This is an optimization exercise on Yosys and OpenROAD, whose aim is small area, a short achievable clock period and few clock cycles, not a production implementation. RTL that was checked went through simulation tests only; none was proved equivalent to the original. No activity file was given, so power comes from the tool's default toggle rates.

## main
// matrix_mult_pipelined_10
module matrix_mult_pipelined_10 #(parameter DATA_WIDTH = 8)(
    input clk,
    input rst,
    input in_valid,
    input [7:0] in_data,
    output reg in_ready,
    output reg out_valid,
    output reg [2*DATA_WIDTH-1:0] out_data
);
    integer x, k;
    reg [3:0] ph_t, ph_u;      
    reg [3:0] ix_t, ix_u;      
    reg       half;            
    reg       cact;            
    reg       trl;             
    reg [3:0] e;               
    reg       wr_a;            
    reg       wr_b;            
    reg       wr_last;         
    reg [7:0] din_r;
    wire fire = in_valid & in_ready;
    wire ph_u9 = (ph_u == 4'd9);
    wire ph_t9 = (ph_t == 4'd9);
    wire ph99  = ph_u9 & ph_t9;
    wire ix_u9 = (ix_u == 4'd9);
    wire ix_t9 = (ix_t == 4'd9);
    wire ix0   = (ix_u == 4'd0) & (ix_t == 4'd0);
    wire ph_t9u0 = ph_t9 & (ph_u == 4'd0);
    wire ph89  = (ph_t == 4'd8) & ph_u9;
    wire lt_e  = (ph_u < e);                                     
    wire present = wr_b | lt_e;
    wire start90 = ph_t9u0 & present;
    wire okc = ph_t9 & (ph_t9u0 | trl) & present;                
    wire fail = ph_t9 & ~ph_t9u0 & trl & ~present;
    wire row0_v = okc & ~lt_e;                                   
    wire cact_n  = (okc & ph_u9) | (cact & ~ph89);
    wire idle_nf = ix0 & ~half & ~cact_n;           
    wire [3:0] p1_u = ph_u9 ? 4'd0 : ph_u + 4'd1;   
    wire [3:0] p1_t = ph_u9 ? (ph_t9 ? 4'd0 : ph_t + 4'd1) : ph_t;
    wire       p1_u9 = (p1_u == 4'd9);
  ...
For scale: ~29 I/O pins, about 60000 sq um of cells after synthesis.
==> flow/config.mk <==
export PLATFORM = sky130hd
export DESIGN_NAME = matrix_mult_pipelined_10
export DESIGN_NICKNAME = matrix_mult_pipelined_10
export VERILOG_FILES = /design/flow/design.v
export SDC_FILE = /design/flow/constraint.sdc
export NUM_CORES = 4
export LEC_CHECK = 0
export CAP_MARGIN = 20
export CORE_MARGIN = 2
export CORE_UTILIZATION = 65
export CTS_CLUSTER_DIAMETER = 100
export CTS_CLUSTER_SIZE = 25
export PLACE_DENSITY = 0.75
export SLEW_MARGIN = 20
export SYNTH_HIERARCHICAL = 1
export SYNTH_MINIMUM_KEEP_SIZE = 0
==> flow/constraint.sdc <==
create_clock -name core_clock -period 10.0 [get_ports {clk}]
set_input_delay 2.0000 -clock core_clock [delete_from_list [all_inputs] [get_ports {clk}]]
set_output_delay 2.0000 -clock core_clock [all_outputs]
set_load 0.01 [all_outputs]
standard.sh (not shown) runs the stock make flow with config.mk's settings and CLKGATE_MAP_FILE= SYNTH_SCRIPT=/design/flow/synth_recipe.tcl, a recipe that flattens the netlist after the stock synthesis.
==> flow/flow/run.sh <==
#!/bin/bash
# Standard layout (the standard.sh: unchanged synthesis and steps), with
# repair_timing asked to keep a larger setup slack than the default, so the
# resizer also speeds up paths that already meet the 10 ns clock.
bash standard.sh SETUP_SLACK_MARGIN=6.8 finish > standard.log 2>&1
Testbench counts of main, summed over its fixed seeds: cycles 10,360.
For the feature branch, these inputs were changed with respect to main:
diff --git a/flow/design.v b/flow/design.v
--- a/flow/design.v
+++ b/flow/design.v
@@ -50,42 +50,41 @@
     wire       i1_h = (ix_u9 & ix_t9) ? ~half : half;
     wire       last = half & ix_u9 & ix_t9;
     always @(posedge clk or posedge rst) begin
         if (rst) begin
             ph_t <= 4'd9; ph_u <= 4'd9;
             ix_t <= 4'd0; ix_u <= 4'd0;
             half <= 1'b0;
             cact <= 1'b0;
             trl <= 1'b0;
             e <= 4'd0;
             wr_a <= 1'b0; wr_b <= 1'b0; wr_last <= 1'b0;
-            in_ready <= 1'b0;
         end else begin
-            in_ready <= fire | rdy_nf;
             ph_t <= fire ? p1_t : pn_t;
             ph_u <= fire ? p1_u : pn_u;
             wr_a <= fire & ~half;
             wr_b <= fire & half;
             wr_last <= fire & last;
             if (fire) begin
                 ix_t <= i1_t; ix_u <= i1_u; half <= i1_h;
             end
             cact <= cact_n;
             trl <= okc;
             if (okc & ph_u9)
                 e <= 4'd0;
             else if (fail)
                 e <= ph_u;
         end
     end
     always @(posedge clk) din_r <= in_data;
+    always @(posedge clk) in_ready <= fire | rdy_nf;
     reg [7:0] ra [0:99];
     always @(posedge clk) begin
         for (x = 99; x > 0; x = x - 1) ra[x] <= ra[x-1];
         ra[0] <= wr_a ? din_r : ra[99];
     end
     reg [7:0] rb [0:99];    
     always @(posedge clk) begin
         for (k = 0; k < 10; k = k + 1) begin
             for (x = 9; x > 0; x = x - 1) rb[10*k+x] <= rb[10*k+x-1];
             rb[10*k] <= (wr_b && ph_t == k) ? din_r : rb[10*k+9];
         end
==> comparison <==
The feature branch: all stages complete, timing, DRC and antenna checks passed
Of the feature branch and main, the feature branch shows the lower initial antenna violation count, with main above it.
The combined buffer and inverter count along the critical path in the feature branch sits 1 below the value recorded for main.
The final reports for the feature branch and main show layout overhead on the synthesized area lower in the former.
Diff main -> the feature branch: utilization lower, global routing met3 resource utilization higher, clock share of power lower, initial detailed-routing violation count lower.
Cmp the feature branch vs main: post-route standard cell area excluding fillers lower in the feature branch
Number of nets with antenna violations after detailed routing came out exactly the same in the feature branch and main.
Testbench counts of the feature branch, summed over its fixed seeds: cycles 10,360.

* * *

matrix_mult_pipelined_10, a different RTL version from the one above (not shown whole).
Size: ~3800 cells after synthesis, roughly 1900 flip-flops, roughly 0.058 mm^2 of cells after synthesis.
Settings: LEC_CHECK=0, CAP_MARGIN=20, CORE_MARGIN=2, CORE_UTILIZATION=65, CTS_CLUSTER_DIAMETER=100, CTS_CLUSTER_SIZE=30, PLACE_DENSITY=0.75, SLEW_MARGIN=20, SYNTH_HIERARCHICAL=1, SYNTH_MINIMUM_KEEP_SIZE=0; clock period 10.0 ns.
==> flow/flow/run.sh <==
#!/bin/bash
# Standard layout (the standard.sh: unchanged synthesis and steps), with
# repair_timing asked to keep a larger setup slack than the default, so the
# resizer also speeds up paths that already meet the 10 ns clock.
bash standard.sh SETUP_SLACK_MARGIN=6.5 finish > standard.log 2>&1
The first run finished with timing, DRC and antenna clean.
Testbench counts at the start, summed over its fixed seeds: cycles 10,440.
Then changed:
--- a/flow/design.v
+++ b/flow/design.v
@@ -7,28 +7,37 @@
     output reg out_valid,
     output reg [2*DATA_WIDTH-1:0] out_data
 );
     integer x, k;
     reg [3:0] ph_t, ph_u;      
     reg [3:0] ix_t, ix_u;      
     reg       half;            
     reg       cact;            
+    reg       trl;             
+    reg [3:0] e;               
     reg       wr_a;            
     reg       wr_b;            
     reg       wr_last;         
     reg [7:0] din_r;
     wire fire = in_valid & in_ready;
     wire ph_u9 = (ph_u == 4'd9);
     wire ph_t9 = (ph_t == 4'd9);
     wire ph99  = ph_u9 & ph_t9;
     wire ix_u9 = (ix_u == 4'd9);
     wire ix_t9 = (ix_t == 4'd9);
     wire ix0   = (ix_u == 4'd0) & (ix_t == 4'd0);
-    wire cact_n  = wr_last | (cact & ~ph99);
+    wire ph_t9u0 = ph_t9 & (ph_u == 4'd0);
+    wire ph89  = (ph_t == 4'd8) & ph_u9;
+    wire present = ph_u9 ? wr_last : (half & ix_t9 & (ix_u > ph_u));
+    wire start90 = ph_t9u0 & half & ix_t9 & (ix_u != 4'd0);
+    wire okc = ph_t9 & (ph_t9u0 ? start90 : (trl & present));    
+    wire fail = ph_t9 & ~ph_t9u0 & trl & ~present;
+    wire row0_v = okc & (ph_u >= e);                             
+    wire cact_n  = (okc & ph_u9) | (cact & ~ph89);
     wire idle_nf = ix0 & ~half & ~cact_n;           
     wire [3:0] p1_u = ph_u9 ? 4'd0 : ph_u + 4'd1;   
     wire [3:0] p1_t = ph_u9 ? (ph_t9 ? 4'd0 : ph_t + 4'd1) : ph_t;
     wire       p1_u9 = (p1_u == 4'd9);
     wire       p1_t9 = (p1_t == 4'd9);
     wire [3:0] p2_u = p1_u9 ? 4'd0 : p1_u + 4'd1;   
     wire [3:0] p2_t = p1_u9 ? (p1_t9 ? 4'd0 : p1_t + 4'd1) : p1_t;
     wire aligned_nf = (p2_u == ix_u) & (p2_t == ix_t);
@@ -40,49 +49,56 @@
     wire       i1_h = (ix_u9 & ix_t9) ? ~half : half;
     wire       last = half & ix_u9 & ix_t9;
     always @(posedge clk or posedge rst) begin
         if (rst) begin
             ph_t <= 4'd9; ph_u <= 4'd9;
             ix_t <= 4'd0; ix_u <= 4'd0;
             half <= 1'b0;
             cact <= 1'b0;
+            trl <= 1'b0;
+            e <= 4'd0;
             wr_a <= 1'b0; wr_b <= 1'b0; wr_last <= 1'b0;
             in_ready <= 1'b0;
         end else begin
             in_ready <= fire | rdy_nf;
             ph_t <= fire ? p1_t : pn_t;
             ph_u <= fire ? p1_u : pn_u;
             wr_a <= fire & ~half;
             wr_b <= fire & half;
             wr_last <= fire & last;
             if (fire) begin
                 ix_t <= i1_t; ix_u <= i1_u; half <= i1_h;
             end
             cact <= cact_n;
+            trl <= okc;
+            if (okc & ph_u9)
+                e <= 4'd0;
+            else if (fail)
+                e <= ph_u;
         end
     end
     always @(posedge clk) din_r <= in_data;
     reg [7:0] ra [0:99];
     always @(posedge clk) begin
         for (x = 99; x > 0; x = x - 1) ra[x] <= ra[x-1];
         ra[0] <= wr_a ? din_r : ra[99];
     end
     reg [7:0] rb [0:99];    
     always @(posedge clk) begin
         for (k = 0; k < 10; k = k + 1) begin
             for (x = 9; x > 0; x = x - 1) rb[10*k+x] <= rb[10*k+x-1];
             rb[10*k] <= (wr_b && ph_t == k) ? din_r : rb[10*k+9];
         end
     end
     reg [7:0] ah [0:9];
-    wire ld_row = cact & (ph_u == 4'd0);
+    wire ld_row = (cact & (ph_u == 4'd0)) | start90;
     always @(posedge clk) begin
         if (ld_row)
-            for (k = 0; k < 10; k = k + 1) ah[k] <= ra[99-k];
+            for (k = 0; k < 10; k = k + 1) ah[k] <= ra[89-k];
     end
     wire [7:0] ah0 = ah[0], ah1 = ah[1], ah2 = ah[2], ah3 = ah[3], ah4 = ah[4],
                ah5 = ah[5], ah6 = ah[6], ah7 = ah[7], ah8 = ah[8], ah9 = ah[9];
     wire [7:0] bb0 = rb[0],  bb1 = rb[10], bb2 = rb[20], bb3 = rb[30], bb4 = rb[40],
                bb5 = rb[50], bb6 = rb[60], bb7 = rb[70], bb8 = rb[80], bb9 = rb[90];
     localparam NCUT = 2;
     reg q1597;
     reg q1598;
@@ -2404,17 +2420,17 @@
     wire [15:0] s_x = {v2103, v2101, v2099, v2097, v2095, v2093, v2091, v2089, v2087, v2085, v2083, v2081, v2079, v2077, v2075, v2073};
     wire [15:0] s_y = {v2104, v2102, v2100, v2098, v2096, v2094, v2092, v2090, v2088, v2086, v2084, v2082, v2080, v2078, v2076, v2074};
     always @(posedge clk) out_data <= s_x + s_y;
     reg [NCUT:0] vp;
     always @(posedge clk or posedge rst) begin
         if (rst) begin
             vp <= 0; out_valid <= 1'b0;
         end else begin
-            vp <= {vp[NCUT-1:0], cact};
+            vp <= {vp[NCUT-1:0], cact | row0_v};
             out_valid <= vp[NCUT];
         end
     end
 endmodule
 module mm10_fa(input a, input b, input c, output s, output co);
     assign s = a ^ b ^ c;
     assign co = (a & b) | (a & c) | (b & c);
 endmodule
What happened: The changed run finished clean; clock skew fell by 8.5 ps; final cell count rose by 1.1%; clock-buffer cell count rose by 2; register-to-register slack stays flat; routed wire length fell by 4.3%; fmax fell by 0.31%; worst hold slack is better by 8.2 ps; synthesized cell count rose by 1.0%.
The RTL of the second run of this note was laid out without a check of its function.

separate check: timing with driven ports:
The flow's constraints put no driver on any port. The routed layouts listed below were extracted and timed again, unchanged, in two steps.
Step 1 assumes that a clkbuf_16 drives the clock port and a buf_2 every other input.
Step 2, shift: input delay + t, output delay - t, t = (earliest + latest rising clock arrival at the registers) / 2. This alone moves slack from input paths to output paths.
a / b / c = ideal / step 1 / step 2; a / b = the first two.
run	t, ns	setup slack, ns	hold slack, ns	worst register clock-pin slew, ns
main	0.758	6.719 / 6.649 / 6.527	0.302 / 0.302 / 0.302	0.11 / 0.11
the feature branch	0.756	6.811 / 6.741 / 6.395	0.316 / 0.316 / 0.316	0.10 / 0.10
the first run of note 2	0.770	6.555 / 6.545 / 6.555	0.311 / 0.311 / 0.311	0.12 / 0.12
the second run of note 2	0.743	6.545 / 6.545 / 6.269	0.319 / 0.319 / 0.319	0.12 / 0.12
After both steps every run listed still meets setup and hold. For the feature branch, which loses most, drivers alone change the setup slack by -0.070 ns; drivers and shift together by -0.416 ns.
